This design comes from an exercise in tuning for small area, a short achievable clock period and few clock cycles per item on the open sky130 flow, not from production work. RTL that was checked went through simulation tests only; none was proved equivalent to the original. Only the layout flow was run in runs 2 to 4; the RTL was not checked for function there.

### flow/run.sh
#!/bin/bash
# synth_recipe.tcl (not shown) runs the flow's synth.tcl, then flattens the netlist and writes it again
# the make line also repeats each setting of config.mk as NAME=value (left out here)
make -C /OpenROAD-flow-scripts/flow DESIGN_CONFIG=/design/flow/config.mk WORK_HOME=/design/flow/orfs CLKGATE_MAP_FILE= SYNTH_SCRIPT=/design/flow/synth_recipe.tcl finish
### flow/config.mk
export PLATFORM = sky130hd
export DESIGN_NAME = task3
export DESIGN_NICKNAME = task3
export VERILOG_FILES = /design/flow/design.v
export SDC_FILE = /design/flow/constraint.sdc
export NUM_CORES = 4
export LEC_CHECK = 0
export CAP_MARGIN = 20
export CORE_MARGIN = 2
export CORE_UTILIZATION = 40
export SLEW_MARGIN = 20
### flow/constraint.sdc
create_clock -name core_clock -period 11.0 [get_ports {clk}]
set_input_delay 2.2000 -clock core_clock [delete_from_list [all_inputs] [get_ports {clk}]]
set_output_delay 2.2000 -clock core_clock [all_outputs]
set_load 0.01 [all_outputs]
### flow/design.v
`timescale 1ns / 1ps
module task3 (
    input  wire        clk,
    input  wire        rst,         
    input  wire [2:0]  opcode,      
    input  wire [7:0]  in2,         
    input  wire [7:0]  in1,         
    input  wire [7:0]  in0,         
    output reg signed [23:0] result,      
    output reg         done         
);
    reg signed [23:0] comb_result;
    always @(*) begin
        case (opcode)
            3'b000: comb_result = $signed({8'd0,in1}) + $signed({8'd0,in0});
            3'b001: comb_result = $signed({8'd0,in0}) - $signed({8'd0,in1});
            3'b010: comb_result = $signed($signed(in0)) * $signed($signed(in1));
            3'b011: comb_result = $signed($signed(in0)) >>> in1; 
            3'b100: comb_result = $signed($signed(in1)) * $signed($signed(in1));
            3'b101: comb_result = $signed($signed(in0)) * $signed($signed(in0)) * $signed($signed(in0));
            3'b110: comb_result = $signed($signed(in2)) + $signed($signed(in1)) + $signed($signed(in0));
            default: comb_result = 24'sd0;
        endcase
    end
    reg [2:0] opcode_reg;
    reg signed [7:0] a_reg, b_reg, c_reg;
    localparam signed [7:0] A_COEF =  8'sd5;
    localparam signed [7:0] B_COEF =  8'sd8;
    localparam signed [7:0] C_COEF = -8'sd4;
    localparam signed [7:0] D_COEF =  8'sd3;
    localparam signed [7:0] E_COEF =  8'sd6;
    localparam signed [7:0] F_COEF = -8'sd2; 
    localparam signed [15:0] G_COEF = 16'sd13;
    reg [2:0] state;
    reg signed [31:0] acc;
    localparam S_IDLE   = 3'd0;
    localparam S_AX2    = 3'd1;
    localparam S_BX     = 3'd2;
    localparam S_CY2    = 3'd3;
    localparam S_DY     = 3'd4;
    localparam S_EZ2    = 3'd5;
    localparam S_FZ     = 3'd6;
    localparam S_DONE   = 3'd7;
    always @(posedge clk) begin
        if (rst) begin
            state      <= S_IDLE;
            acc        <= 0;
            result     <= 0;
            done       <= 0;
            opcode_reg <= 0;
            a_reg      <= 0;
            b_reg      <= 0;
            c_reg      <= 0;
        end
        else begin
            case (state)
                S_IDLE: begin
                    done <= 0;
                    if (opcode == 3'b111) begin
                        opcode_reg <= opcode;
                        a_reg <= $signed(in2);
                        b_reg <= $signed(in1);
                        c_reg <= $signed(in0);
                        acc <= $signed(G_COEF);
                        state <= S_AX2;
                    end
                    else begin
                        result <= comb_result;
                        done   <= 1'b1;
                        state  <= S_IDLE;
                    end
                end
                S_AX2: begin
                    acc <= acc + $signed(A_COEF) * $signed(a_reg) * $signed(a_reg);
                    state <= S_BX;
                end
                S_BX: begin
                    acc <= acc + $signed(B_COEF) * $signed(a_reg);
                    state <= S_CY2;
                end
                S_CY2: begin
                    acc <= acc + $signed(C_COEF) * $signed(b_reg) * $signed(b_reg);
                    state <= S_DY;
                end
                S_DY: begin
                    acc <= acc + $signed(D_COEF) * $signed(b_reg);
                    state <= S_EZ2;
                end
                S_EZ2: begin
                    acc <= acc + $signed(E_COEF) * $signed(c_reg) * $signed(c_reg);
                    state <= S_FZ;
                end
                S_FZ: begin
                    acc <= acc + $signed(F_COEF) * $signed(c_reg);
                    state <= S_DONE; 
                end
                S_DONE: begin
                    result <= acc[23:0];
                    done <= 1'b1;
                    state <= S_IDLE;
                end
                default: state <= S_IDLE;
            endcase
        end
    end
endmodule
==> metrics.md, run 1 <==
| Metric | Value |
|---|---|
| Outcome | `complete, no violations` |
| Initial antenna violation count | `3` |
| Layout cells sized above 1 | `3.65%` |
| CTS tree | `done` |
| Routed len/inst | `18.6 um` |
| GRT Overall Usage | `roughly 23%` |
| Peak Freq | `~96 MHz` |
| Yosys top cell area share | `approximately a third` |
| Most used cell, CP | `fa_1` |
| Synth unique cells | `78` |
| Net total in the final layout | `5085` |
| Crit Path Class | `in2reg` |
| Site row count | `roughly 110` |
| Top FF cell, synth | `dfxtp_1` |
| Post-cts resize count | `0` |
| Asr flop ratio synth | `0%` |
| GP Congestion | `0.940` |
| Worst reg2reg path startpoint | `c_reg[1]` |
| Largest stage delay on the critical path | `between 500 and 600 ps` |
| Mux cell area share after synthesis | `less than 1%` |
| Die height | `293 um` |
| Worst Max-Slew Pin Slew | `1050 ps` |
| Post-CTS setup buffer count | `0` |
| Most common cell after layout, fill and taps aside | `inv_1` |
| CTS H-Tree Depth | `3` |
| Worst min-delay path class | `reg2reg` |
| Flop-to-flop setup slack | `1380 ps` |
| Post-Route WL | `about 96000 um` |
| Post-route ant nets | `0` |
| Adder-cell share of the synthesized area | `approximately half` |
| Number of global-route vias before repair | `between 20000 and 30000` |
| Synth Area in Compound Gates | `13.5%` |
| CP startpoint kind | `primary input` |
| Initial drt markers | `1738` |
| Tmin final | `10380 ps` |
| Largest regs | `acc: 24 flops, result: 24 flops` |
| Initial Util | `between 40% and 50%` |
| Port bufs | `53` |
| TNS Setup | `0 ps` |
| Number of flops mapped to enable cells by yosys | `0` |
| Register area share after synthesis | `approximately 4.5%` |
| Reg2reg end | `acc[23]` |
| Worst skew pair latency | `380 ps` |
| Clock Tree Buf Depth | `2` |
| Sink Count | `between 70 and 80` |
| Slew Limit Fails | `0` |
| Final setup vio count | `0` |
| Clock transition at path regs | `roughly 60 ps` |
| Flops & latches, synth | `76` |
| Vias | `27400` |
| Post-Synthesis Cells | `roughly 4000` |
| CP Capture Type | `flip-flop` |
| CP bufs+invs | `8` |
| Clock Skews | `~13 ps` |
| Max-cap violations | `0` |
| Main combinational cell family by area after synthesis | `adder cells` |
| Fin. Hold Viols | `0` |
| Total CTS buffers | `9` |
| Area of the core | `roughly 0.083 mm2` |
| Hold path endpoint | `result[4]` |
| Die area | `around 0.086 mm2` |
| Hold_sp | `result[4]` |
| Hold Path Cell Cnt | `2` |
| Post-Synth Simple-Gate Area | `between 15 and 20%` |
| DR DRC count | `0` |
| Drt first pass iters | `8` |
| Synth Area in XOR/XNOR | `6.21%` |
| Dpl hpwl | `79100 um` |
| Most frequent cells in the layout | `inv_1 (777), fa_1 (547), ha_1 (464)` |
| Syn avg cell area | `8.37 um2` |
| Period utilisation layout | `roughly 94%` |
| RSZ-0062 raised after global routing | `no` |
| Antenna diodes | `0` |
| GRT overflow | `0` |
| FF-to-FF path depth | `37` |
| Crit path max fanout | `6` |
| Slowest CP cell | `fa_1` |
| I/O pin cnt | `between 50 and 60` |
| Die width | `293 um` |
| Synth area leaders | `fa_1 (33%), ha_1 (17%), inv_1 (8.7%)` |
| Root Buffer | `clkbuf_16` |
| Max_slew headroom | `a little under 30%` |
| WP data arrival | `10660 ps` |
| Synth-to-layout area growth | `7.48%` |
| Largest net degree at the start of global routing | `77` |
| Ys Warns | `1` |
| Crit path max-delay family | `adder cells` |
| Largest area contributor in the synthesized netlist | `fa_1` |
| Net Count, Synth | `around 5000` |
| Mapped cell area | `around 0.033 mm2` |
| Util after Layout | `43.2%` |
| Hold-fix buffers, CTS | `0` |
| WP data required | `approximately 11000 ps` |
| Layout fillers | `around 8500` |
| Vias per cell | `~5.3` |
| First-pass GRT wire length | `~160000 um` |
==> Yosys cell counts (15+ instances only) <==
cell      number
inv_1        777
o21a_1        24
a31oi_1       25
o21bai_1      38
o22ai_1       15
xnor2_1      174
a21o_1        67
a21oi_1      227
nor3_1        50
and3_1        18
a211oi_1      45
o21ai_0      116
nand3_1       37
xor2_1        61
nor2_1       291
nor2b_1       31
clkbuf_1     102
and2_1       202
dfxtp_1       76
nand2_1      311
ha_1         464
fa_1         547
nand2b_1      75
==> layout make-up <==
cell class / instances / area [um2] / area share [%]
timing repair buffer: 146 / 1230 / 3.43
clock buffer: 10 / 229 / 0.636
tap: 1080 / 1350 / 3.75
clock inverter: 6 / 50.0 / 0.139
sequential: 76 / 1520 / 4.23
inverter: 787 / 2950 / 8.21
multi-input combinational: 3025 / 28700 / 79.6
==> how the worst max path moves through the flow <==
| stage | from | to | slack (ps) | cells past startpoint |
|---|---|---|---|---|
| floorplan | in0[0] | result[23] | 510 | 37 |
| global placement | in0[4] | result[22] | -40 | 34 |
| detailed placement | in0[4] | result[22] | -70 | 34 |
| CTS | in0[4] | result[22] | 300 | 36 |
| global route | in0[0] | result[23] | 5 | 39 |
| finish | in0[5] | result[23] | 620 | 34 |
==> per-stage QoR <==
stage / std cells / hold WS (ps) / setup slack [ps] / cell area, um2
4_1_cts: 5130 / 513 / 299 / 35900
2_1_floorplan: 4001 / 492 / 515 / 33500
3_5_place_dp: 5114 / 505 / -73.8 / 35600
5_1_grt: 5130 / 546 / 4.82 / 36000
3_3_place_gp: 5114 / 500 / -43.6 / 35600
6_report: 5130 / 513 / 615 / 36000
==> cells by family (layout without fill, tap and decap cells) <==
kind of cell | count (synthesis) | in the layout
XOR/XNOR | 236 | 236
adder cells (fa/ha/maj) | 1011 | 1011
flip-flops | 76 | 76
AND/OR/NAND/NOR | 1060 | 1060
buffers and inverters | 900 | 949
AO/OA/AOI/OAI | 700 | 700
multiplexers | 17 | 17
other | 1 | 1
==> routing by layer <==
metal	track usage [%]	part of all wire [%]
met4	5.66	2.6
met5	0	0.028
met2	37.8	46
met3	2.76	5.9
met1	32.2	45
==> worst min-delay path, stage by stage (launching register included) <==
cell,delay [ps]
dfxtp_1,320
nor2_1,100
nor3_1,50
Testbench counts, summed over its fixed seeds: cycles 299,258, ops 160,000.
==> inputs of run 2 (changes only) <==
==> flow/design.v (replaced) <==
module task3 (
    input  wire        clk,
    input  wire        rst,
    input  wire [2:0]  opcode,
    input  wire [7:0]  in2,
    input  wire [7:0]  in1,
    input  wire [7:0]  in0,
    output wire [23:0] result,
    output wire        done
);
    wire [7:0] a = in2, b = in1, c = in0;
    reg  [23:0] S, C;
    reg  [7:0]  ar, cr;
    reg  [1:0]  ph;       
    wire acc = (ph == 2'd0);
    assign done   = acc;
    wire [23:0] P = S + C;
    assign result = P;
    wire is0 = opcode == 3'd0, is1 = opcode == 3'd1, is2 = opcode == 3'd2, is3 = opcode == 3'd3;
    wire is4 = opcode == 3'd4, is5 = opcode == 3'd5, is6 = opcode == 3'd6, is7 = opcode == 3'd7;
    wire [23:0] bz = {16'd0, b};
    wire [23:0] cz = {16'd0, c};
    wire [23:0] as = {{16{a[7]}}, a};
    wire [23:0] bs = {{16{b[7]}}, b};
    wire [23:0] cs = {{16{c[7]}}, c};
    wire [23:0] shr = $signed(cs) >>> b;
    wire [15:0] xm4b = ~{{6{b[7]}}, b, 2'b00};      
    wire [15:0] ar5  = {{8{ar[7]}}, ar} + {{6{ar[7]}}, ar, 2'b00} + 16'd8;
    wire [15:0] cr6  = {{7{cr[7]}}, cr, 1'b0} + {{6{cr[7]}}, cr, 2'b00} - 16'd2;
    reg [15:0] X;
    reg [7:0]  Y;
    reg [23:0] F1, F2, F3;
    always @(*) begin
        X = 16'd0; Y = 8'd0; F1 = 24'd0; F2 = 24'd0; F3 = 24'd0;
        case (ph)
            2'd0: begin
                if (is2)      begin X = cs[15:0]; Y = b; end
                else if (is4) begin X = bs[15:0]; Y = b; end
                else if (is5) begin X = cs[15:0]; Y = c; end
                else if (is7) begin X = xm4b;     Y = b; end
                if (is0)      begin F1 = bz;  F2 = cz; end
                if (is1)      begin F1 = ~bz; F2 = cz; F3 = 24'd1; end
                if (is3)      F1 = shr;
                if (is6)      begin F1 = as; F2 = bs; F3 = cs; end
                if (is7)      begin F1 = {bs[21:0], 2'b00}; F3 = 24'd13; end
            end
            2'd1: begin X = P[15:0]; Y = cr; end
            2'd2: begin X = ar5;     Y = ar; F1 = S; F2 = C; end
            default: begin X = cr6;  Y = cr; F1 = S; F2 = C; end
        endcase
    end
    wire [23:0] xs = {{8{X[15]}}, X};
    wire [23:0] R0 = Y[0] ? xs       : 24'd0;
    wire [23:0] R1 = Y[1] ? xs << 1  : 24'd0;
    wire [23:0] R2 = Y[2] ? xs << 2  : 24'd0;
    wire [23:0] R3 = Y[3] ? xs << 3  : 24'd0;
    wire [23:0] R4 = Y[4] ? xs << 4  : 24'd0;
    wire [23:0] R5 = Y[5] ? xs << 5  : 24'd0;
    wire [23:0] R6 = Y[6] ? xs << 6  : 24'd0;
    wire [23:0] R7 = {~(Y[7] ? xs[16:0] : 17'd0), 7'd0};
    wire [23:0] K  = 24'd128;
    function [47:0] csa(input [23:0] x, input [23:0] y, input [23:0] z);
        csa = {x ^ y ^ z, ((x & y) | (x & z) | (y & z)) << 1};
    endfunction
    wire [23:0] s1, c1, s2, c2, s3, c3, s4, c4;
    assign {s1, c1} = csa(R0, R1, R2);
    assign {s2, c2} = csa(R3, R4, R5);
    assign {s3, c3} = csa(R6, R7, F1);
    assign {s4, c4} = csa(F2, F3, K);
    wire [23:0] s5, c5, s6, c6;
    assign {s5, c5} = csa(s1, c1, s2);
    assign {s6, c6} = csa(c2, s3, c3);
    wire [23:0] s7, c7, s8, c8;
    assign {s7, c7} = csa(s5, c5, s6);
    assign {s8, c8} = csa(c6, s4, c4);
    wire [23:0] s9, c9;
    assign {s9, c9} = csa(s7, c7, s8);
    wire [23:0] s10, c10;
    assign {s10, c10} = csa(s9, c9, c8);
    always @(posedge clk) begin
        S <= s10;
        C <= c10;
        if (acc) begin ar <= a; cr <= c; end
        if (rst) ph <= 2'd0;
        else case (ph)
            2'd0: ph <= is5 ? 2'd1 : is7 ? 2'd2 : 2'd0;
            2'd2: ph <= 2'd3;
            default: ph <= 2'd0;
        endcase
    end
endmodule
==> run 2 against run 1 <==
Against the previous run: maximum frequency is 23% higher; critical path depth is 17 lower; routed wire length fell by 65%; clock skew barely moved; via count is 66% lower; highest routed layer is now met4.
==> metrics.md, run 2 <==
| Metric | Value |
|---|---|
| TNS Setup | `0 ps (unchanged)` |
| Number of flops mapped to enable cells by yosys | `16 (+16)` |
| Placed cell areas | `0.0120 mm2 (-66%)` |
| Tmin final | `8420 ps (-1960 ps)` |
| Number of global-route vias before repair | `9416 (-67%)` |
| Die width | `171 um (-42%)` |
| Routed len/inst | `20.1 um (+7.7%)` |
| Clock Tree Buf Depth | `2 (unchanged)` |
| Hold path endpoint | `S[23]` |
| Area of the core | `0.0276 mm2 (-67%)` |
| Worst reg2reg path startpoint | `ar[3]` |
| RSZ-0062 raised after global routing | `no` |
| Worst min-delay path class | `reg2reg` |
| Period utilisation layout | `76.6% (-18 points)` |
| Sink Count | `64 (-16%)` |
| GP Congestion | `0.932 (-0.83%)` |
| Max-cap violations | `0 (unchanged)` |
| Die height | `171 um (-42%)` |
| CTS tree | `done` |
| Mapped cell area | `0.0112 mm2 (-67%)` |
| First-pass GRT wire length | `53800 um (-66%)` |
| Slew Limit Fails | `0 (unchanged)` |
| Register area share after synthesis | `12.9% (+8.4 points)` |
| Synth unique cells | `80 (+2.6%)` |
| Vias per cell | `5.63 (+5.5%)` |
| Layout fillers | `2792 (-67%)` |
| CTS H-Tree Depth | `3 (unchanged)` |
| DR DRC count | `0 (unchanged)` |
| Top-count cell post-synth | `inv_1` |
| Largest net degree at the start of global routing | `53 (-31%)` |
| Top FF cell, synth | `dfxtp_1` |
| Syn avg cell area | `8.81 um2 (+5.2%)` |
| Initial antenna violation count | `0 (-3)` |
| Peak Freq | `119 MHz (+23%)` |
| Reg2reg end | `S[23]` |
| WP data required | `11240 ps (-40 ps)` |
| Antenna diodes | `0 (unchanged)` |
| Initial Util | `40.4% (+0.16 points)` |
| Initial drt markers | `995 (-43%)` |
| Largest area contributor in the synthesized netlist | `fa_1` |
| Post-Route WL | `33600 um (-65%)` |
| Post-cts resize count | `0 (unchanged)` |
| Worst skew pair latency | `360 ps (-20 ps)` |
| Setup WS post-layout | `2580 ps (+1960 ps)` |
| Flop-to-flop setup slack | `4400 ps (+3020 ps)` |
| Hold_sp | `C[23]` |
| Max reg flops | `24` |
| Synth-to-layout area growth | `10.5%` |
| CP Capture Type | `flip-flop` |
| Total CTS buffers | `9 (unchanged)` |
| Net total in the final layout | `1573 (-69%)` |
| Top post-synthesis cells by count | `inv_1 (230), fa_1 (164), ha_1 (90)` |
| I/O pin cnt | `54 (unchanged)` |
| Post-Synthesis Cells | `1266 (-68%)` |
| Vias | `9417 (-66%)` |
| Yosys top cell area share | `29.4% (-3.3 points)` |
| Post-CTS setup buffer count | `0 (unchanged)` |
| FF-to-FF path depth | `23 (-38%)` |
| Asr flop ratio synth | `0% (unchanged)` |
| Net Count, Synth | `1549 (-69%)` |
| Drt first pass iters | `6 (-2)` |
| Flops & latches, synth | `64 (-16%)` |
| Dpl hpwl | `27100 um (-66%)` |
| Port bufs | `53 (unchanged)` |
| Crit path max fanout | `25 (+19)` |
| Fin. Hold Viols | `0 (unchanged)` |
| Hold Path Cell Cnt | `3 (+1)` |
| Root Buffer | `clkbuf_16` |
| Final Cell Area | `0.0123 mm2 (-66%)` |
| Die area | `0.0292 mm2 (-66%)` |
| Max_slew headroom | `33.4% (+3.6 points)` |
| Layout cells sized above 1 | `4.86% (+1.2 points)` |
| Outcome | `complete, no violations` |
| Pre-CTS setup slack | `2400 ps (+2470 ps)` |
| GRT Overall Usage | `24.3% (+1.3 points)` |
| Largest regs | `S: 24 flops, C: 22 flops` |
| Site row count | `61 (-42%)` |
| Synth area leaders | `fa_1 (29%), ha_1 (10%), dfxtp_1 (8.6%)` |
| Final setup vio count | `0 (unchanged)` |
| Largest Register | `S` |
| Clock Skews | `13.3 ps (-0.0398 ps)` |
| CP startpoint kind | `primary input` |
| Most common cell after layout, fill and taps aside | `inv_1` |
| Clock transition at path regs | `60 ps (about the same)` |
| Most frequent cells in the layout | `inv_1 (230), fa_1 (164), ha_1 (90)` |
| Post-route ant nets | `0 (unchanged)` |
| Crit Path Class | `in2reg` |
| Hold-fix buffers, CTS | `0 (unchanged)` |
| Ys Warns | `1 (unchanged)` |
| Worst Max-Slew Pin Slew | `996 ps (-54.8 ps)` |
| GRT overflow | `0 (unchanged)` |
| WP data arrival | `8660 ps (-2000 ps)` |
## run 2: changes by cell type in the layout (fill, tap and decap cells not counted), sizes merged, moves of 144 or more
cell	before	now
nor2	291	87
and2	203	7
xnor2	174	30
fa	547	164
ha	464	90
inv	779	234
nand2	311	70
## run 2: cell type report
class	count	area [um2]	area share (%)
well taps	378	473	3.84
inverters	231	867	7.04
flip-flops and latches	64	1440	11.7
clock inverters	6	50.0	0.406
clock buffers	10	239	1.94
multi-input cells	918	8620	70.0
repair buffers	66	628	5.10
## run 2: worst max-delay path: stages
cell	delay (ps)
clkdlybuf4s50_1	910
nor2b_1	780
a22o_1	250
a221oi_1	70
nor2_1	800
nand2_1	280
or2_1	320
fa_1	510
fa_1	680
fa_1	470
fa_1	420
xor2_1	190
xnor2_1	190
xnor2_1	160
xnor2_1	160
xnor2_1	160
xnor2_1	100
## run 2: worst max path at each step
stage	cells past startpoint	to	slack [ps]	from
floorplan	17	S[23]	4410	opcode[0]
global placement	17	S[23]	2590	opcode[1]
detailed placement	17	S[23]	2400	opcode[1]
CTS	17	S[23]	2730	opcode[1]
global route	17	S[23]	2340	opcode[1]
finish	17	S[23]	2580	opcode[1]
## run 2: cell families (layout without fill, tap and decap cells)
| family | Yosys count | count (layout) | share of synthesized area [%] |
|---|---|---|---|
| AOI/OAI and AO/OA | 305 | 305 | 19.0 |
| xor gates and xnor gates | 41 | 41 | 3.22 |
| adders and majority gates | 254 | 254 | 39.5 |
| buffers and inverters | 284 | 313 | 9.81 |
| DFF | 64 | 64 | 12.9 |
| muxes | 30 | 30 | 3.13 |
| and+or+nand+nor | 288 | 288 | 12.4 |
## run 2: stage by stage
step / hold WS, ps / utilization [%] / std cells
after floorplan: 612 / - / 1266
after global placement: 660 / 43.6 / 1657
after detailed placement: 672 / 43.6 / 1657
after CTS: 678 / 44.6 / 1673
after global routing: 733 / 44.6 / 1673
final: 666 / 44.6 / 1673
## run 2: metal layers
| layer | part of all wire, % | up-vias | GRT usage [%] | wire length [um] |
|---|---|---|---|---|
| met1 | 45 | 4625 | 35.5 | 15100 |
| met5 | 0 | - | 0 | 0 |
| met3 | 10 | 50 | 6.94 | 3500 |
| met2 | 43 | 427 | 35.3 | 14300 |
| li1 | - | 4315 | - | - |
| met4 | 2.2 | 0 | 6.04 | 740 |
==> inputs of run 3 (changes only) <==
==> flow/design.v (replaced) <==
module task3 (
    input  wire        clk,
    input  wire        rst,
    input  wire [2:0]  opcode,
    input  wire [7:0]  in2,
    input  wire [7:0]  in1,
    input  wire [7:0]  in0,
    output wire [23:0] result,
    output wire        done
);
    wire [7:0] a = in2, b = in1, c = in0;
    reg  [23:0] S, C;
    reg  [7:0]  ar, cr;
    reg  [1:0]  ph;       
    wire acc = (ph == 2'd0);
    assign done   = acc;
    wire [23:0] P = S + C;
    assign result = P;
    wire is0 = opcode == 3'd0, is1 = opcode == 3'd1, is2 = opcode == 3'd2, is3 = opcode == 3'd3;
    wire is4 = opcode == 3'd4, is5 = opcode == 3'd5, is6 = opcode == 3'd6, is7 = opcode == 3'd7;
    wire [23:0] bz = {16'd0, b};
    wire [23:0] cz = {16'd0, c};
    wire [23:0] bs = {{16{b[7]}}, b};
    wire [23:0] cs = {{16{c[7]}}, c};
    wire [23:0] shr = $signed(cs) >>> b;
    wire [7:0]  t  = (ph == 2'd2) ? ar : cr;
    wire [15:0] ts = {{8{t[7]}}, t};
    wire [15:0] x7 = (ts << 2) + ((ph == 2'd2) ? ts : (ts << 1)) + ((ph == 2'd2) ? 16'd8 : 16'hfffe);
    reg [15:0] X;
    reg [7:0]  Y;
    reg [23:0] F1, F2;
    reg [23:0] K;
    always @(*) begin
        X = 16'd0; Y = 8'd0; F1 = 24'd0; F2 = 24'd0; K = 24'h808080;
        case (ph)
            2'd0: begin
                if (is2)      begin X = cs[15:0]; Y = b; end
                if (is4)      begin X = bs[15:0]; Y = b; end
                if (is5)      begin X = cs[15:0]; Y = c; end
                if (is6)      begin X = {{8{a[7]}}, a}; Y = 8'd1; end
                if (is7)      begin X = ~{bs[13:0], 2'b00}; Y = b; end
                if (is0)      begin F1 = bz;  F2 = cz; end
                if (is1)      begin F1 = ~bz; F2 = cz; K = 24'h808081; end
                if (is3)      F1 = shr;
                if (is6)      begin F1 = bs; F2 = cs; end
                if (is7)      begin F1 = {bs[21:0], 2'b00}; K = 24'h80808d; end
            end
            2'd1: begin X = P[15:0]; Y = cr; end
            default: begin X = x7; Y = t; F1 = S; F2 = C; end
        endcase
    end
    wire [23:0] R0 = {8'd0, ~(X[15] & Y[0]), X[14:0] & {15{Y[0]}}};
    wire [23:0] R1 = {7'd0, ~(X[15] & Y[1]), X[14:0] & {15{Y[1]}}, 1'd0};
    wire [23:0] R2 = {6'd0, ~(X[15] & Y[2]), X[14:0] & {15{Y[2]}}, 2'd0};
    wire [23:0] R3 = {5'd0, ~(X[15] & Y[3]), X[14:0] & {15{Y[3]}}, 3'd0};
    wire [23:0] R4 = {4'd0, ~(X[15] & Y[4]), X[14:0] & {15{Y[4]}}, 4'd0};
    wire [23:0] R5 = {3'd0, ~(X[15] & Y[5]), X[14:0] & {15{Y[5]}}, 5'd0};
    wire [23:0] R6 = {2'd0, ~(X[15] & Y[6]), X[14:0] & {15{Y[6]}}, 6'd0};
    wire [23:0] R7 = {1'd0, (X[15] & Y[7]), ~(X[14:0] & {15{Y[7]}}), 7'd0};
    function [47:0] csa(input [23:0] x, input [23:0] y, input [23:0] z);
        csa = {x ^ y ^ z, ((x & y) | (x & z) | (y & z)) << 1};
    endfunction
    wire [23:0] s1, c1, s2, c2, s3, c3, s4, c4;
    assign {s1, c1} = csa(R0, R1, R2);
    assign {s2, c2} = csa(R3, R4, R5);
    assign {s3, c3} = csa(R6, R7, K);
    wire [23:0] s5, c5, s6, c6;
    assign {s5, c5} = csa(s1, c1, s2);
    assign {s6, c6} = csa(c2, s3, c3);
    assign {s4, c4} = csa(F1, F2, s6);
    wire [23:0] s7, c7, s8, c8;
    assign {s7, c7} = csa(s5, c5, c6);
    wire [23:0] s9, c9;
    assign {s9, c9} = csa(s7, c7, s4);
    wire [23:0] s10, c10;
    assign {s10, c10} = csa(s9, c9, c4);
    always @(posedge clk) begin
        S <= s10;
        C <= c10;
        if (acc) begin ar <= a; cr <= c; end
        if (rst) ph <= 2'd0;
        else case (ph)
            2'd0: ph <= is5 ? 2'd1 : is7 ? 2'd2 : 2'd0;
            2'd2: ph <= 2'd3;
            default: ph <= 2'd0;
        endcase
    end
endmodule
--- a/flow/config.mk
+++ b/flow/config.mk
@@ -8,4 +8,6 @@
 export CAP_MARGIN = 20
 export CORE_MARGIN = 2
 export CORE_UTILIZATION = 40
+export SETUP_SLACK_MARGIN = 5
 export SLEW_MARGIN = 20
+export TNS_END_PERCENT = 100
==> run 3 against run 2 <==
Against the previous run: critical endpoint is now S[14]; global-route usage rose by 2.7 points; count of clock-buffer cells in the layout grew 2; first-iteration DRC count down 6.4%; still clean on timing, DRC and antenna; highest routed layer unchanged.
==> metrics.md, run 3 <==
| Metric | Value |
|---|---|
| WP data arrival | `6770 ps (-1890 ps)` |
| Initial Util | `40.9% (+0.54 points)` |
| CTS tree | `done` |
| Largest Register | `S` |
| Net total in the final layout | `1458 (-7.3%)` |
| Hold-fix buffers, CTS | `0 (unchanged)` |
| Slowest CP cell | `fa_1` |
| Synth-to-layout area growth | `32.4%` |
| Crit path max fanout | `6 (-76%)` |
| Max-cap violations | `0 (unchanged)` |
| Total CTS buffers | `9 (unchanged)` |
| Final std cells w/o fill | `1553 (-7.2%)` |
| CP startpoint kind | `flip-flop` |
| Initial drt markers | `931 (-6.4%)` |
| CTS H-Tree Depth | `3 (unchanged)` |
| FF-to-FF path depth | `24 (+4.3%)` |
| Area of the core | `0.0236 mm2 (-15%)` |
| Net Count, Synth | `1324 (-15%)` |
| Largest stage delay on the critical path | `550 ps (-360 ps)` |
| CP Capture Type | `flip-flop` |
| Tmin final | `6470 ps (-1950 ps)` |
| Drt first pass iters | `5 (-1)` |
| Synth unique cells | `81 (+1.3%)` |
| Die width | `159 um (-6.8%)` |
| Routed len/inst | `21.8 um (+8.7%)` |
| Clock transition at path regs | `60 ps (about the same)` |
| Top post-synthesis cells by count | `inv_1 (139), fa_1 (132), nand2_1 (96)` |
| Asr flop ratio synth | `0% (unchanged)` |
| Final setup vio count | `0 (unchanged)` |
| Worst reg2reg path startpoint | `ph[1]` |
| GRT Overall Usage | `27.0% (+2.7 points)` |
| Post-Synthesis Cells | `1094 (-14%)` |
| Die height | `159 um (-6.8%)` |
| Max_slew headroom | `37.0% (+3.7 points)` |
| Outcome | `complete, no violations` |
| Slew Limit Fails | `0 (unchanged)` |
| Top FF cell, synth | `dfxtp_1` |
| WP data required | `11300 ps (+60 ps)` |
| Peak Freq | `155 MHz (+30%)` |
| GP Congestion | `0.933 (about the same)` |
| Vias per cell | `5.95 (+5.8%)` |
| Util after Layout | `54.2% (+9.6 points)` |
| Layout cells sized above 1 | `27.3% (+22 points)` |
| I/O pin cnt | `54 (unchanged)` |
| Sink Count | `64 (unchanged)` |
| Number of flops mapped to enable cells by yosys | `16 (unchanged)` |
| GRT overflow | `0 (unchanged)` |
| Port bufs | `53 (unchanged)` |
| Layout fillers | `2092 (-25%)` |
| Clock Skews | `9.44 ps (-3.84 ps)` |
| CP Capture Point | `S[14]` |
| Dpl hpwl | `22500 um (-17%)` |
| Most used cell, CP | `fa_1` |
| Ys Warns | `1 (unchanged)` |
| Synth area leaders | `fa_1 (27%), dfxtp_1 (9.9%), ha_1 (8.9%)` |
| Cell Chain, Critical Path | `inv_4 -> buf_12 -> nor2_4 -> inv_8 -> and2_4 -> a21o_1 -> ha_4 -> fa_2 -> buf_4 -> xor2_2 -> a21oi_1 -> o31ai_4 -> a31oi_4 -> buf_4 -> buf_4 -> xnor2_1 -> mux2_2 -> nand2_1 -> fa_1 -> fa_1 -> fa_1 -> fa_1 -> inv_1 -> fa_2` |
| Top-count cell post-synth | `inv_1` |
| Largest area contributor in the synthesized netlist | `fa_1` |
| Fin. Hold Viols | `0 (unchanged)` |
| Crit Path Class | `reg2reg` |
| Placed cells | `1427 (-14%)` |
| Number of global-route vias before repair | `9373 (-0.46%)` |
| Worst skew pair latency | `350 ps (about the same)` |
| Period utilisation layout | `58.8% (-18 points)` |
| Reg2reg end | `S[14]` |
| First-pass GRT wire length | `53400 um (-0.90%)` |
| Die area | `0.0254 mm2 (-13%)` |
| Worst min-delay path class | `reg2reg` |
| Syn avg cell area | `8.83 um2 (+0.23%)` |
| Setup crit start | `ph[1]` |
| Worst hold slack | `677 ps (+10.8 ps)` |
| Post-route ant nets | `0 (unchanged)` |
| Flop-to-flop setup slack | `4530 ps (+130 ps)` |
| Yosys top cell area share | `27.4% (-2.1 points)` |
| Initial antenna violation count | `0 (unchanged)` |
| Hold Path Cell Cnt | `3 (unchanged)` |
| Mapped cell area | `0.00966 mm2 (-13%)` |
| Site row count | `56 (-8.2%)` |
| TNS Setup | `0 ps (unchanged)` |
| Register area share after synthesis | `14.9% (+2.0 points)` |
| Vias | `9246 (-1.8%)` |
| Clock Tree Buf Depth | `2 (unchanged)` |
| Flops & latches, synth | `64 (unchanged)` |
| Most frequent cells in the layout | `inv_1 (118), nand2_1 (94), fa_1 (94)` |
| Placed cell areas | `0.0107 mm2 (-11%)` |
| Max reg flops | `24 (unchanged)` |
| Largest regs | `S: 24 flops, C: 22 flops` |
| Post-Route WL | `33900 um (+0.86%)` |
| Root Buffer | `clkbuf_16` |
| Largest net degree at the start of global routing | `29 (-45%)` |
| Most common cell after layout, fill and taps aside | `inv_1` |
| Final Cell Area | `0.0128 mm2 (+3.8%)` |
| RSZ-0062 raised after global routing | `yes` |
| DR DRC count | `0 (unchanged)` |
| Worst Max-Slew Pin Slew | `939 ps (-57.2 ps)` |
-- run 3: timing repair --
action	CTS	global route
gates resized for setup	169	73
pin swaps	61	32
setup endpoints to repair	47	42
gates cloned	10	0
buffers inserted	88	11
-- run 3: critical path: cells and delay by family, from the launching register on --
family	cells	cell delay, ps
buffers and inverters	7	720
muxes	1	310
adders and majority gates	7	3050
xor gates and xnor gates	2	640
and+or+nand+nor	3	440
DFF	1	400
AOI/OAI and AO/OA	4	860
-- run 3: worst min path at each step --
stage | end | start
floorplan | S[23] | S[23]
global placement | S[23] | S[23]
detailed placement | S[23] | S[23]
CTS | S[23] | S[23]
global route | S[23] | S[23]
finish | S[23] | S[23]
-- run 3: final cells by class --
| class | instances | area (um2) | share of cell area, % |
|---|---|---|---|
| Antenna cell | 1 | 2.50 | 0.0196 |
| Clock buffer | 12 | 246 | 1.93 |
| Clock inverter | 4 | 45.0 | 0.352 |
| Inverter | 143 | 551 | 4.30 |
| Multi-Input combinational cell | 838 | 8370 | 65.4 |
| Sequential cell | 64 | 1450 | 11.3 |
| Tap cell | 319 | 399 | 3.12 |
| Timing Repair Buffer | 170 | 1720 | 13.4 |
| Timing Repair inverter | 2 | 12.5 | 0.0978 |
-- run 3: kinds of logic after synthesis --
group,synth area share [%]
multiplexers,2.98
AO/OA/AOI/OAI,19.2
adder cells (fa/ha/maj),36.3
AND/OR/NAND/NOR,15.8
flip-flops,14.9
XOR/XNOR,2.95
buffers and inverters,7.76
-- run 3: stage by stage --
stage | setup slack [ps]
CTS | 4610
detailed placement | 3270
finish | 4530
global placement | 2940
global route | 4370
floorplan | 4830
-- run 3: per-layer routing --
metal	track usage (%)	share of wire, %	vias to the layer above	wire length (um)
met4	12.2	4.6	0	1550
met1	37.1	42	4558	14100
li1	-	-	4072	-
met3	5.18	9.1	112	3090
met2	41.4	45	504	15200
met5	0	0	-	0
==> inputs of run 4 (changes only) <==
--- a/flow/config.mk
+++ b/flow/config.mk
@@ -5,6 +5,7 @@
 export SDC_FILE = /design/flow/constraint.sdc
 export NUM_CORES = 4
 export LEC_CHECK = 0
+export ABC_CLOCK_PERIOD_IN_PS = 4000
 export CAP_MARGIN = 20
 export CORE_MARGIN = 2
 export CORE_UTILIZATION = 40
==> run 4 against run 3 <==
Against the previous run: still clean on timing, DRC and antenna; maximum frequency did not move; cell area stayed put; die area unchanged; cell count is the same; sequential share of layout area is the same; register-to-register slack is essentially flat; highest routed layer unchanged.
==> metrics.md, run 4 <==
| Metric | Value |
|---|---|
| Final Cell Area | `0.0128 mm2 (unchanged)` |
| CP Capture Point | `S[14]` |
| Max_slew headroom | `37.0% (unchanged)` |
| CTS H-Tree Depth | `3 (unchanged)` |
| Initial drt markers | `931 (unchanged)` |
| Layout cells sized above 1 | `27.3% (unchanged)` |
| Synth-to-layout area growth | `32.4% (unchanged)` |
| Number of flops mapped to enable cells by yosys | `16 (unchanged)` |
| Post-Route WL | `33900 um (unchanged)` |
| Register Area | `0.00145 mm2 (unchanged)` |
| Crit path max-delay family | `adder cells` |
| Largest net degree at the start of global routing | `29 (unchanged)` |
| Mapped cell area | `0.00966 mm2 (unchanged)` |
| Initial Util | `40.9% (unchanged)` |
| Clock transition at path regs | `60 ps (about the same)` |
| Hold-fix buffers, CTS | `0 (unchanged)` |
| Net total in the final layout | `1458 (unchanged)` |
| Net Count, Synth | `1324 (unchanged)` |
| Worst reg2reg path startpoint | `ph[1]` |
| Placed cell areas | `0.0107 mm2 (unchanged)` |
| Placed cells | `1427 (unchanged)` |
| Flops & latches, synth | `64 (unchanged)` |
| FF-to-FF path depth | `24 (unchanged)` |
| Drt first pass iters | `5 (unchanged)` |
| Max-cap violations | `0 (unchanged)` |
| CP Capture Type | `flip-flop` |
| Die height | `159 um (unchanged)` |
| CP startpoint kind | `flip-flop` |
| Largest regs | `S: 24 flops, C: 22 flops` |
| Top FF cell, synth | `dfxtp_1` |
| Largest stage delay on the critical path | `550 ps (about the same)` |
| Slowest CP cell | `fa_1` |
| Fin. Hold Viols | `0 (unchanged)` |
| Worst Max-Slew Pin Slew | `939 ps (unchanged)` |
| Top post-synthesis cells by count | `inv_1 (139), fa_1 (132), nand2_1 (96)` |
| Setup WS post-layout | `4530 ps (unchanged)` |
| Most common cell after layout, fill and taps aside | `inv_1` |
| Site row count | `56 (unchanged)` |
| First-pass GRT wire length | `53400 um (unchanged)` |
| Clock Skews | `9.44 ps (unchanged)` |
| Final setup vio count | `0 (unchanged)` |
| Register area share after synthesis | `14.9% (unchanged)` |
| Stages on worst setup path | `24 (unchanged)` |
| Top-count cell post-synth | `inv_1` |
| Reg2reg end | `S[14]` |
| Routed len/inst | `21.8 um (unchanged)` |
| Synth area leaders | `fa_1 (27%), dfxtp_1 (9.9%), ha_1 (8.9%)` |
| Post-Synthesis Cells | `1094 (unchanged)` |
| Sink Count | `64 (unchanged)` |
| Largest area contributor in the synthesized netlist | `fa_1` |
| GP Congestion | `0.933 (unchanged)` |
| Util after Layout | `54.2% (unchanged)` |
| Ys Warns | `1 (unchanged)` |
| CP bufs+invs | `7 (unchanged)` |
| Multi-input gate area | `0.00837 mm2 (unchanged)` |
| Worst skew pair latency | `350 ps (about the same)` |
| Number of global-route vias before repair | `9373 (unchanged)` |
| Total CTS buffers | `9 (unchanged)` |
| Die area | `0.0254 mm2 (unchanged)` |
| WP data required | `11300 ps (about the same)` |
| Syn avg cell area | `8.83 um2 (unchanged)` |
| Layout fillers | `2092 (unchanged)` |
| Cell Chain, Critical Path | `inv_4 -> buf_12 -> nor2_4 -> inv_8 -> and2_4 -> a21o_1 -> ha_4 -> fa_2 -> buf_4 -> xor2_2 -> a21oi_1 -> o31ai_4 -> a31oi_4 -> buf_4 -> buf_4 -> xnor2_1 -> mux2_2 -> nand2_1 -> fa_1 -> fa_1 -> fa_1 -> fa_1 -> inv_1 -> fa_2` |
| Die width | `159 um (unchanged)` |
| Area of the core | `0.0236 mm2 (unchanged)` |
| Period utilisation layout | `58.8% (unchanged)` |
| Clock Tree Buf Depth | `2 (unchanged)` |
| Crit Path Class | `reg2reg` |
| Flop-to-flop setup slack | `4530 ps (about the same)` |
| TNS Setup | `0 ps (unchanged)` |
| Largest Register | `S` |
| Asr flop ratio synth | `0% (unchanged)` |
| Vias | `9246 (unchanged)` |
| Dpl hpwl | `22500 um (unchanged)` |
| Most used cell, CP | `fa_1` |
| Crit path max fanout | `6 (unchanged)` |
| Final std cells w/o fill | `1553 (unchanged)` |
| Vias per cell | `5.95 (unchanged)` |
| CTS tree | `done` |
| RSZ-0062 raised after global routing | `yes` |
| Slew Limit Fails | `0 (unchanged)` |
| Port bufs | `53 (unchanged)` |
| GRT overflow | `0 (unchanged)` |
| Tmin final | `6470 ps (unchanged)` |
| WP data arrival | `6770 ps (about the same)` |
| GRT Overall Usage | `27.0% (unchanged)` |
| Most frequent cells in the layout | `inv_1 (118), nand2_1 (94), fa_1 (94)` |
| Pre-CTS setup slack | `3270 ps (unchanged)` |
| I/O pin cnt | `54 (unchanged)` |
| Yosys top cell area share | `27.4% (unchanged)` |
| DR DRC count | `0 (unchanged)` |
| Peak Freq | `155 MHz (unchanged)` |
| Worst min-delay path class | `reg2reg` |
| Root Buffer | `clkbuf_16` |
| Max reg flops | `24 (unchanged)` |
| Initial antenna violation count | `0 (unchanged)` |
| Outcome | `complete, no violations` |
| Post-route ant nets | `0 (unchanged)` |
| Setup crit start | `ph[1]` |
| Synth unique cells | `81 (unchanged)` |
==> run 4: worst min path at each step <==
stage,cells past startpoint,startpoint,end
final,3,S[23],S[23]
after global routing,3,S[23],S[23]
after CTS,3,S[23],S[23]
after detailed placement,3,S[23],S[23]
after global placement,3,S[23],S[23]
after floorplan,3,S[23],S[23]
==> run 4: timing repair <==
action / 4_1_cts / 5_1_grt
pin swaps: 61 / 32
setup buffers: 88 / 11
gates cloned: 10 / 0
setup endpoints to repair: 47 / 42
resized for setup: 169 / 73
==> run 4: cell families after synthesis <==
group / synth area share, %
muxes: 2.98
adders and majority gates: 36.3
xor gates and xnor gates: 2.95
buffers and inverters: 7.76
and+or+nand+nor: 15.8
DFF: 14.9
AOI/OAI and AO/OA: 19.2
==> run 4: final cells by class <==
class	instances	area share [%]
Timing Repair inverter	2	0.0978
Antenna cell	1	0.0196
Tap cell	319	3.12
Inverter	143	4.30
Sequential cell	64	11.3
Multi-Input combinational cell	838	65.4
Clock inverter	4	0.352
Clock buffer	12	1.93
Timing Repair Buffer	170	13.4
==> run 4: through the flow <==
step / hold slack (ps)
2_1_floorplan: 617
3_3_place_gp: 647
3_5_place_dp: 668
4_1_cts: 679
5_1_grt: 721
6_report: 677
==> run 4: worst register-to-register path, delay by kind of cell (launching register included) <==
kind,cells,cell delay (ps)
flip-flops,1,400
adder cells (fa/ha/maj),7,3050
multiplexers,1,310
XOR/XNOR,2,640
AND/OR/NAND/NOR,3,450
buffers and inverters,7,720
AO/OA/AOI/OAI,4,860
==> run 4: per-layer routing <==
metal	track usage, %	routed length (um)
met1	37.1	14100
met4	12.2	1550
met3	5.18	3090
met2	41.4	15200
met5	0	0
==> inputs of run 5 (changes only) <==
==> flow/design.v (replaced) <==
module task3 (
    input  wire        clk,
    input  wire        rst,
    input  wire [2:0]  opcode,
    input  wire [7:0]  in2,
    input  wire [7:0]  in1,
    input  wire [7:0]  in0,
    output wire [23:0] result,
    output wire        done
);
    wire [7:0] a = in2, b = in1, c = in0;
    reg  [23:0] S, C;         
    reg  [7:0]  ar, yr;       
    reg  [10:0] xr;           
    reg  [1:0]  ph;           
    wire acc = (ph == 2'd0);
    assign done   = acc;
    wire [23:0] P = S + C;
    assign result = P;
    wire is0 = opcode == 3'd0, is1 = opcode == 3'd1, is2 = opcode == 3'd2, is3 = opcode == 3'd3;
    wire is4 = opcode == 3'd4, is5 = opcode == 3'd5, is6 = opcode == 3'd6, is7 = opcode == 3'd7;
    wire [23:0] bz = {16'd0, b};
    wire [23:0] cz = {16'd0, c};
    wire [23:0] bs = {{16{b[7]}}, b};
    wire [23:0] cs = {{16{c[7]}}, c};
    wire [23:0] shr = $signed(cs) >>> b;
    wire [1:0]  s7 = {1'b0, a[7]} + {1'b0, b[7]} + {1'b0, c[7]};
    reg [15:0] X;
    reg [7:0]  Y;
    reg [23:0] F1, F2;
    reg        k1, k13;
    always @(*) begin
        X = 16'd0; Y = 8'd0; F1 = 24'd0; F2 = 24'd0; k1 = 1'b0; k13 = 1'b0;
        case (ph)
            2'd0: begin
                if (is0) begin F1 = bz;  F2 = cz; end
                if (is1) begin F1 = ~bz; F2 = cz; k1 = 1'b1; end
                if (is2) begin X = cs[15:0]; Y = b; F2 = {17'd0, b[7], 6'd0}; end
                if (is3) F1 = shr;
                if (is4) begin X = bs[15:0]; Y = b; F2 = {17'd0, b[7], 6'd0}; end
                if (is5) begin X = cs[15:0]; Y = c; F2 = {17'd0, c[7], 6'd0}; end
                if (is6) begin X = {{8{a[7]}}, a}; Y = 8'd1; F1 = bs; F2 = cs; end
                if (is7) begin X = ~{bs[13:0], 2'b00}; Y = b; F1 = {bs[21:0], 2'b00};
                               F2 = {16'd0, s7, 6'd0}; k13 = 1'b1; end
            end
            2'd1: begin X = P[15:0]; Y = yr; F2 = {17'd0, yr[7], 6'd0}; end
            default: begin X = {{5{xr[10]}}, xr}; Y = yr; F1 = S; F2 = C; end
        endcase
    end
    wire [16:0] xe = {X[15], X};
    wire [8:0]  yb = {Y, 1'b0};
    wire [16:0] v0, v1, v2, v3;
    wire [3:0]  ng;
    genvar j;
    generate for (j = 0; j < 4; j = j + 1) begin : bth
        wire y2 = yb[2*j+2], y1 = yb[2*j+1], y0 = yb[2*j];
        wire one = y1 ^ y0;
        wire two = (y2 & ~y1 & ~y0) | (~y2 & y1 & y0);
        wire [16:0] sel = ({17{one}} & xe) | ({17{two}} & {xe[15:0], 1'b0});
        wire [16:0] v = sel ^ {17{y2}};
        assign ng[j] = y2;
        if (j == 0) assign v0 = v;
        if (j == 1) assign v1 = v;
        if (j == 2) assign v2 = v;
        if (j == 3) assign v3 = v;
    end endgenerate
    wire [23:0] B0 = {5'd0, ~v0[16], v0[16], v0[16], v0[15:0]};
    wire [23:0] B1 = {3'd0, 1'b1, ~v1[16], v1[15:0], 1'b0, ng[0]};
    wire [23:0] B2 = {1'd0, 1'b1, ~v2[16], v2[15:0], 1'b0, ng[1], 1'b0, k1};
    wire [23:0] B3 = {1'b1, ~v3[16], v3[15:0], 1'b0, ng[2], k13, k13, 1'b0, k13};
    function [47:0] csa(input [23:0] x, input [23:0] y, input [23:0] z);
        csa = {x ^ y ^ z, ((x & y) | (x & z) | (y & z)) << 1};
    endfunction
    wire [23:0] s1, c1, s2, c2, s3, c3, s4, c4;
    assign {s1, c1} = csa(B0, B1, B2);
    assign {s2, c2} = csa(B3, F1, F2);
    assign {s3, c3} = csa(s1, c1, s2);
    assign {s4, c4} = csa(s3, c3, c2);
    always @(posedge clk) begin
        S <= s4;
        C <= c4;
        if (acc) begin
            ar <= a;
            yr <= c;
            xr <= {c[7], c[7], c[7], c} * 11'sd6 - 11'sd2;
        end else if (ph == 2'd2) begin
            yr <= ar;
            xr <= {ar[7], ar[7], ar[7], ar} * 11'sd5 + 11'sd8;
        end
        if (rst) ph <= 2'd0;
        else case (ph)
            2'd0: ph <= is5 ? 2'd1 : is7 ? 2'd2 : 2'd0;
            2'd2: ph <= 2'd3;
            default: ph <= 2'd0;
        endcase
    end
endmodule
==> flow/config.mk (replaced) <==
export PLATFORM = sky130hd
export DESIGN_NAME = task3
export DESIGN_NICKNAME = task3
export VERILOG_FILES = /design/flow/design.v
export SDC_FILE = /design/flow/constraint.sdc
export NUM_CORES = 4
export LEC_CHECK = 0
export ABC_AREA = 1
export CAP_MARGIN = 20
export CORE_MARGIN = 2
export CORE_UTILIZATION = 60
export SETUP_SLACK_MARGIN = 5
export SLEW_MARGIN = 20
export TNS_END_PERCENT = 100
==> run 5 against run 4 <==
Against the previous run: first-iteration DRC count shrank 34%; critical path depth shrank 11; core utilization grew 14 points; maximum frequency grew 9.9%; global-route usage grew 6.8 points; sequential share of layout area grew 5.8 points; via count shrank 7.6%; non-clock buffer count shrank 107; largest cell class unchanged; area after synthesis shrank 3.9%; clock skew is essentially flat.
==> metrics.md, run 5 <==
| Metric | Value |
|---|---|
| Outcome | `complete, no violations` |
| Net Count, Synth | `1406 (+6.2%)` |
| Peak Freq | `170 MHz (+9.9%)` |
| Worst skew pair latency | `350 ps (about the same)` |
| Asr flop ratio synth | `0% (unchanged)` |
| Top post-synthesis cells by count | `nand2_1 (280), inv_1 (189), o21ai_0 (102)` |
| Initial drt markers | `616 (-34%)` |
| Worst Max-Slew Pin Slew | `785 ps (-154 ps)` |
| Clock transition at path regs | `60 ps (about the same)` |
| Hold-fix buffers, CTS | `0 (unchanged)` |
| Number of global-route vias before repair | `7828 (-16%)` |
| Worst min-delay path class | `reg2reg` |
| RSZ-0062 raised after global routing | `no` |
| Drt first pass iters | `6 (+1)` |
| Adder-cell share of the synthesized area | `23.9% (-12 points)` |
| Mux cell area share after synthesis | `0.108% (-2.9 points)` |
| Synth-to-layout area growth | `11.2%` |
| Vias per cell | `5.78 (-2.9%)` |
| Net total in the final layout | `1444 (-0.96%)` |
| Max-cap violations | `0 (unchanged)` |
| Post-Route WL | `26900 um (-21%)` |
| Most frequent cells in the layout | `nand2_1 (279), inv_1 (186), o21ai_0 (101)` |
| Flop-to-flop setup slack | `6000 ps (+1470 ps)` |
| Port bufs | `53 (unchanged)` |
| Post-route ant nets | `0 (unchanged)` |
| Largest net degree at the start of global routing | `38 (+31%)` |
| CTS tree | `done` |
| Final setup vio count | `0 (unchanged)` |
| Die height | `128 um (-19%)` |
| Initial antenna violation count | `0 (unchanged)` |
| Post-Synthesis Cells | `1248 (+14%)` |
| Fin. Hold Viols | `0 (unchanged)` |
| Area of the core | `0.0151 mm2 (-36%)` |
| Sink Count | `75 (+17%)` |
| Placed cell areas | `0.00989 mm2 (-7.4%)` |
| I/O pin cnt | `54 (unchanged)` |
| Largest Register | `S` |
| Synth Area in Compound Gates | `18.5% (-0.70 points)` |
| Mapped cell area | `0.00929 mm2 (-3.9%)` |
| Layout cells sized above 1 | `9.22% (-18 points)` |
| Main combinational cell family by area after synthesis | `adder cells` |
| CP startpoint kind | `primary input` |
| Synth Area in XOR/XNOR | `6.32% (+3.4 points)` |
| Slew Limit Fails | `0 (unchanged)` |
| Largest area contributor in the synthesized netlist | `fa_1` |
| Site row count | `45 (-20%)` |
| DR DRC count | `0 (unchanged)` |
| Most common cell after layout, fill and taps aside | `nand2_1` |
| Ys Warns | `1 (unchanged)` |
| Number of flops mapped to enable cells by yosys | `27 (+11)` |
| Max reg flops | `24 (unchanged)` |
| Clock Tree Buf Depth | `2 (unchanged)` |
| TNS Setup | `0 ps (unchanged)` |
| Largest regs | `S: 24 flops, C: 22 flops, xr: 11 flops` |
| WP data required | `11230 ps (-70 ps)` |
| Clock Skews | `9.71 ps (+0.267 ps)` |
| Period utilisation layout | `53.5% (-5.3 points)` |
| CP Capture Type | `flip-flop` |
| Die width | `128 um (-19%)` |
| Synth area leaders | `fa_1 (17%), nand2_1 (11%), dfxtp_1 (10%)` |
| Syn avg cell area | `7.44 um2 (-16%)` |
| Crit Path Class | `in2reg` |
| CTS H-Tree Depth | `3 (unchanged)` |
| Synth unique cells | `54 (-33%)` |
| Antenna diodes | `0 (-1)` |
| First-pass GRT wire length | `42400 um (-21%)` |
| Top-count cell post-synth | `nand2_1` |
| Flops & latches, synth | `75 (+17%)` |
| Final Cell Area | `0.0103 mm2 (-19%)` |
| WP data arrival | `6110 ps (-660 ps)` |
| Root Buffer | `clkbuf_16` |
| Post-Synth Simple-Gate Area | `21.5% (+5.6 points)` |
| GP Congestion | `0.956 (+2.5%)` |
| Dpl hpwl | `21500 um (-4.3%)` |
| Layout fillers | `1333 (-36%)` |
| Total CTS buffers | `9 (unchanged)` |
| Routed len/inst | `18.2 um (-17%)` |
| Max_slew headroom | `47.6% (+11 points)` |
| Top FF cell, synth | `dfxtp_1` |
| Register area share after synthesis | `19.1% (+4.2 points)` |
| Die area | `0.0165 mm2 (-35%)` |
| GRT Overall Usage | `33.8% (+6.8 points)` |
| Vias | `8547 (-7.6%)` |
| Yosys top cell area share | `17.2% (-10 points)` |
| Initial Util | `61.3% (+20 points)` |
| GRT overflow | `0 (unchanged)` |
| Util after Layout | `68.2% (+14 points)` |
| Tmin final | `5890 ps (-584 ps)` |
| Crit path max fanout | `9 (+3)` |
==> run 5: per-layer routing <==
layer | vias up | routed length (um) | global-route usage (%)
met2 | 342 | 12500 | 53.9
met3 | 73 | 1920 | 6.40
li1 | 4176 | - | -
met5 | - | 0 | 0
met1 | 3956 | 11300 | 44.6
met4 | 0 | 1220 | 16.4
==> run 5: layout make-up <==
| type | count | area, um2 | share of cell area (%) |
|---|---|---|---|
| clock inverters | 7 | 82.6 | 0.800 |
| inverters | 210 | 828 | 8.02 |
| clock buffers | 9 | 225 | 2.18 |
| repair buffers | 63 | 593 | 5.75 |
| flip-flops and latches | 75 | 1770 | 17.2 |
| well taps | 188 | 235 | 2.28 |
| multi-input cells | 927 | 6590 | 63.8 |
==> run 5: metrics by stage <==
step	worst slack (ps)	instances	hold WS, ps
3_5_place_dp	3810	1458	609
4_1_cts	5030	1477	626
2_1_floorplan	5550	1248	559
5_1_grt	5010	1479	688
6_report	5110	1479	626
3_3_place_gp	3960	1458	617
==> run 5: critical path, stage by stage <==
cell and delay, ps:
clkdlybuf4s50_1 720, clkinvlp_4 280, a21oi_1 350, nand2_1 140, nand2_2 170, nor2_2 120, clkinvlp_4 190, o221ai_1 250
fa_1 590, inv_1 50, fa_1 530, inv_1 50, fa_1 450
==> run 5: cell families after synthesis <==
family                     after synthesis
DFF                                     75
and+or+nand+nor                        456
buffers and inverters                  246
adders and majority gates              129
muxes                                    1
AOI/OAI and AO/OA                      274
xor gates and xnor gates                67
==> run 5: worst paths after layout <==
kind	startpoint	to	depth (start not counted)
setup / recovery	in1[0]	S[8]	13
hold / removal	ar[0]	xr[0]	2
setup reg to reg	ph[0]	S[11]	12
hold reg to reg	ar[0]	xr[0]	2
==> run 5: timing repair <==
action,4_1_cts,5_1_grt
pin swaps,1,0
resized for setup,20,20
endpoints found under the setup margin,39,38
buffers inserted,3,2
Testbench counts of run 5, summed over its fixed seeds: cycles 219,878, ops 160,000.
==> inputs of run 6 (changes only) <==
--- a/flow/config.mk
+++ b/flow/config.mk
@@ -8,7 +8,7 @@
 export ABC_AREA = 1
 export CAP_MARGIN = 20
 export CORE_MARGIN = 2
-export CORE_UTILIZATION = 60
+export CORE_UTILIZATION = 40
 export SETUP_SLACK_MARGIN = 5
 export SLEW_MARGIN = 20
 export TNS_END_PERCENT = 100
==> run 6 against run 5 <==
Against the previous run: sequential cell count unchanged; routed wire length increased by 5.3%; die area increased by 48%; core utilization decreased by 22 points; maximum frequency increased by 1.4%; area after synthesis unchanged; clock skew decreased by 3.8 ps; critical path depth increased by 1; count of clock-buffer cells in the layout increased by 3; sequential share of layout area decreased by 0.30 points; synthesized cell count unchanged.
==> metrics.md, run 6 <==
| Metric | Value |
|---|---|
| Outcome | `complete, no violations` |
| Most common cell after layout, fill and taps aside | `nand2_1` |
| Initial drt markers | `802 (+30%)` |
| Register area share after synthesis | `19.1% (unchanged)` |
| Crit Path Class | `in2reg` |
| Tmin final | `5810 ps (-78.5 ps)` |
| Largest net degree at the start of global routing | `38 (unchanged)` |
| Routed len/inst | `17.9 um (-1.4%)` |
| CP startpoint kind | `primary input` |
| Flop-to-flop setup slack | `6290 ps (+290 ps)` |
| First-pass GRT wire length | `45700 um (+7.9%)` |
| Asr flop ratio synth | `0% (unchanged)` |
| RSZ-0062 raised after global routing | `no` |
| Worst min-delay path class | `reg2reg` |
| Antenna diodes | `0 (unchanged)` |
| Number of flops mapped to enable cells by yosys | `27 (unchanged)` |
| Top-count cell post-synth | `nand2_1` |
| Met1 usage | `34.5% (-10 points)` |
| Hold_sp | `S[23]` |
| CTS H-Tree Depth | `3 (unchanged)` |
| Largest regs | `S: 24 flops, C: 22 flops, xr: 11 flops` |
| Vias | `8569 (+0.26%)` |
| Vias per cell | `5.43 (-6.1%)` |
| GRT met2 Usage | `39.1% (-15 points)` |
| Synth area leaders | `fa_1 (17%), nand2_1 (11%), dfxtp_1 (10%)` |
| Worst Max-Slew Pin Slew | `831 ps (+46.7 ps)` |
| GP Congestion | `1.01 (+5.3%)` |
| CTS tree | `done` |
| Port bufs | `53 (unchanged)` |
| Mapped cell area | `0.00929 mm2 (unchanged)` |
| Ys Warns | `1 (unchanged)` |
| Worst skew pair latency | `350 ps (about the same)` |
| Clock Skews | `5.90 ps (-3.81 ps)` |
| Top FF cell, synth | `dfxtp_1` |
| Clock transition at path regs | `60 ps (about the same)` |
| Die width | `156 um (+22%)` |
| DR DRC count | `0 (unchanged)` |
| Fin. Hold Viols | `0 (unchanged)` |
| WP data arrival | `6040 ps (-70 ps)` |
| GRT Overall Usage | `24.3% (-9.5 points)` |
| Period utilisation layout | `52.8% (-0.71 points)` |
| Total CTS buffers | `9 (unchanged)` |
| Layout cells sized above 1 | `9.89% (+0.67 points)` |
| Max reg flops | `24 (unchanged)` |
| Max_slew headroom | `44.5% (-3.1 points)` |
| TNS Setup | `0 ps (unchanged)` |
| I/O pin cnt | `54 (unchanged)` |
| Crit path max fanout | `12 (+3)` |
| Peak Freq | `172 MHz (+1.4%)` |
| Post-Route WL | `28300 um (+5.3%)` |
| Max-cap violations | `0 (unchanged)` |
| Die height | `156 um (+22%)` |
| Met3 usage | `3.46% (-2.9 points)` |
| Area of the core | `0.0227 mm2 (+50%)` |
| Worst reg2reg path startpoint | `ph[0]` |
| Net Count, Synth | `1406 (unchanged)` |
| Sink Count | `75 (unchanged)` |
| Flops & latches, synth | `75 (unchanged)` |
| Gr busiest metal | `met2` |
| FF-to-FF path depth | `10 (-2)` |
| Final setup vio count | `0 (unchanged)` |
| Root Buffer | `clkbuf_16` |
| Site row count | `55 (+22%)` |
| Largest area contributor in the synthesized netlist | `fa_1` |
| Slew Limit Fails | `0 (unchanged)` |
| Top post-synthesis cells by count | `nand2_1 (280), inv_1 (189), o21ai_0 (102)` |
| CP Capture Type | `flip-flop` |
| Hold path endpoint | `S[23]` |
| Initial Util | `40.9% (-20 points)` |
| Worst hold slack | `648 ps (+21.7 ps)` |
| Synth unique cells | `54 (unchanged)` |
| Most frequent cells in the layout | `nand2_1 (277), inv_1 (185), o21ai_0 (100)` |
| GRT overflow | `0 (unchanged)` |
| Drt first pass iters | `6 (unchanged)` |
| Number of global-route vias before repair | `8372 (+6.9%)` |
| Post-route ant nets | `0 (unchanged)` |
| Syn avg cell area | `7.44 um2 (unchanged)` |
| Die area | `0.0244 mm2 (+48%)` |
| Initial antenna violation count | `0 (unchanged)` |
| Reg2reg end | `S[4]` |
| Largest Register | `S` |
| Clock Tree Buf Depth | `2 (unchanged)` |
| WP data required | `11230 ps (about the same)` |
| Post-Synthesis Cells | `1248 (unchanged)` |
| Dpl hpwl | `22900 um (+6.4%)` |
| Synth-to-layout area growth | `13.2%` |
| Net total in the final layout | `1447 (+0.21%)` |
| Yosys top cell area share | `17.2% (unchanged)` |
| Hold Path Cell Cnt | `3 (+1)` |
## run 6: kinds of logic (layout without fill, tap and decap cells)
family / after synthesis / count (layout) / synth area share (%)
xor gates and xnor gates: 67 / 67 / 6.32
muxes: 1 / 1 / 0.108
buffers and inverters: 246 / 292 / 10.6
DFF: 75 / 75 / 19.1
and+or+nand+nor: 456 / 456 / 21.5
adders and majority gates: 129 / 129 / 23.9
AOI/OAI and AO/OA: 274 / 274 / 18.5
## run 6: final cells by class
type                       count  area, um2
timing repair buffer          66        633
clock buffer                  12        248
clock inverter                 4       48.8
sequential                    75       1770
fill                        2344      12200
inverter                     210        820
multi-input combinational    927       6630
tap                          285        357
## run 6: what timing repair did
action,CTS,global route
pin swaps,1,0
endpoints found under the hold margin,0,0
setup endpoints to repair,40,38
resized for setup,27,29
hold buffers,0,0
buffers inserted,4,3
## run 6: critical path, cell delays in order
cell and delay (ps):
clkdlybuf4s50_1 610, clkinvlp_4 270, a21oi_1 120, nand2_1 160, nand2_2 130, nand2_1 120
clkinv_1 320, a22oi_1 260, o21ai_0 170, fa_1 560, inv_1 60, fa_1 530
inv_1 60, fa_1 450
## run 6: metal layers
layer	share of wire [%]	wire length, um
met4	2.0	557
met5	0	0
met1	47	13200
met2	45	12800
met3	6.0	1700
## run 6: through the flow
| step | area [um2] | utilization [%] | setup slack [ps] | instances |
|---|---|---|---|---|
| floorplan | 9290 | - | 5550 | 1248 |
| global placement | 10000 | 44.1 | 3830 | 1556 |
| detailed placement | 10000 | 44.1 | 3670 | 1556 |
| CTS | 10400 | 46.0 | 5060 | 1576 |
| global route | 10500 | 46.3 | 5000 | 1579 |
| finish | 10500 | 46.3 | 5190 | 1579 |
## run 6: how the worst max path moves through the flow
| stage | end | from | cells past startpoint |
|---|---|---|---|
| floorplan | S[9] | opcode[0] | 19 |
| global placement | S[7] | opcode[0] | 18 |
| detailed placement | S[7] | opcode[0] | 18 |
| CTS | S[15] | in1[7] | 16 |
| global route | S[6] | in1[0] | 14 |
| finish | S[7] | in1[0] | 14 |

-- port drivers added, routing unchanged --
In the flow no input, the clock included, has a driving cell. The finished layouts below were timed again as built, in two steps. Step 1 assumes that a clkbuf_16 drives the clock port and a buf_2 every other input. Step 2 moves the port delays by t, midway between the first and last clock arrival at a register: inputs arrive t later, outputs are due t later. That takes back most of the time a late clock gives input paths. Slacks: ideal ports / drivers / drivers and shift; pairs: ideal ports / drivers.
run	t (ns)	setup WS [ns]	worst setup path after step 2	slew at the worst register clock pin (ns)
run 1	0.427	0.615 / 0.650 / 0.222	input to register	0.07 / 0.07
run 2	0.398	2.579 / 2.601 / 2.203	input to register	0.07 / 0.07
run 3	0.392	4.530 / 4.530 / 4.229	input to register	0.06 / 0.06
run 4	0.392	4.530 / 4.530 / 4.229	input to register	0.06 / 0.06
run 5	0.396	5.115 / 5.140 / 4.745	input to register	0.07 / 0.07
run 6	0.397	5.193 / 5.219 / 4.822	input to register	0.06 / 0.06
After both steps every run listed still meets setup and hold. The setup slack of run 1, which loses most, moves by +0.035 ns with the drivers and by -0.393 ns with both steps.
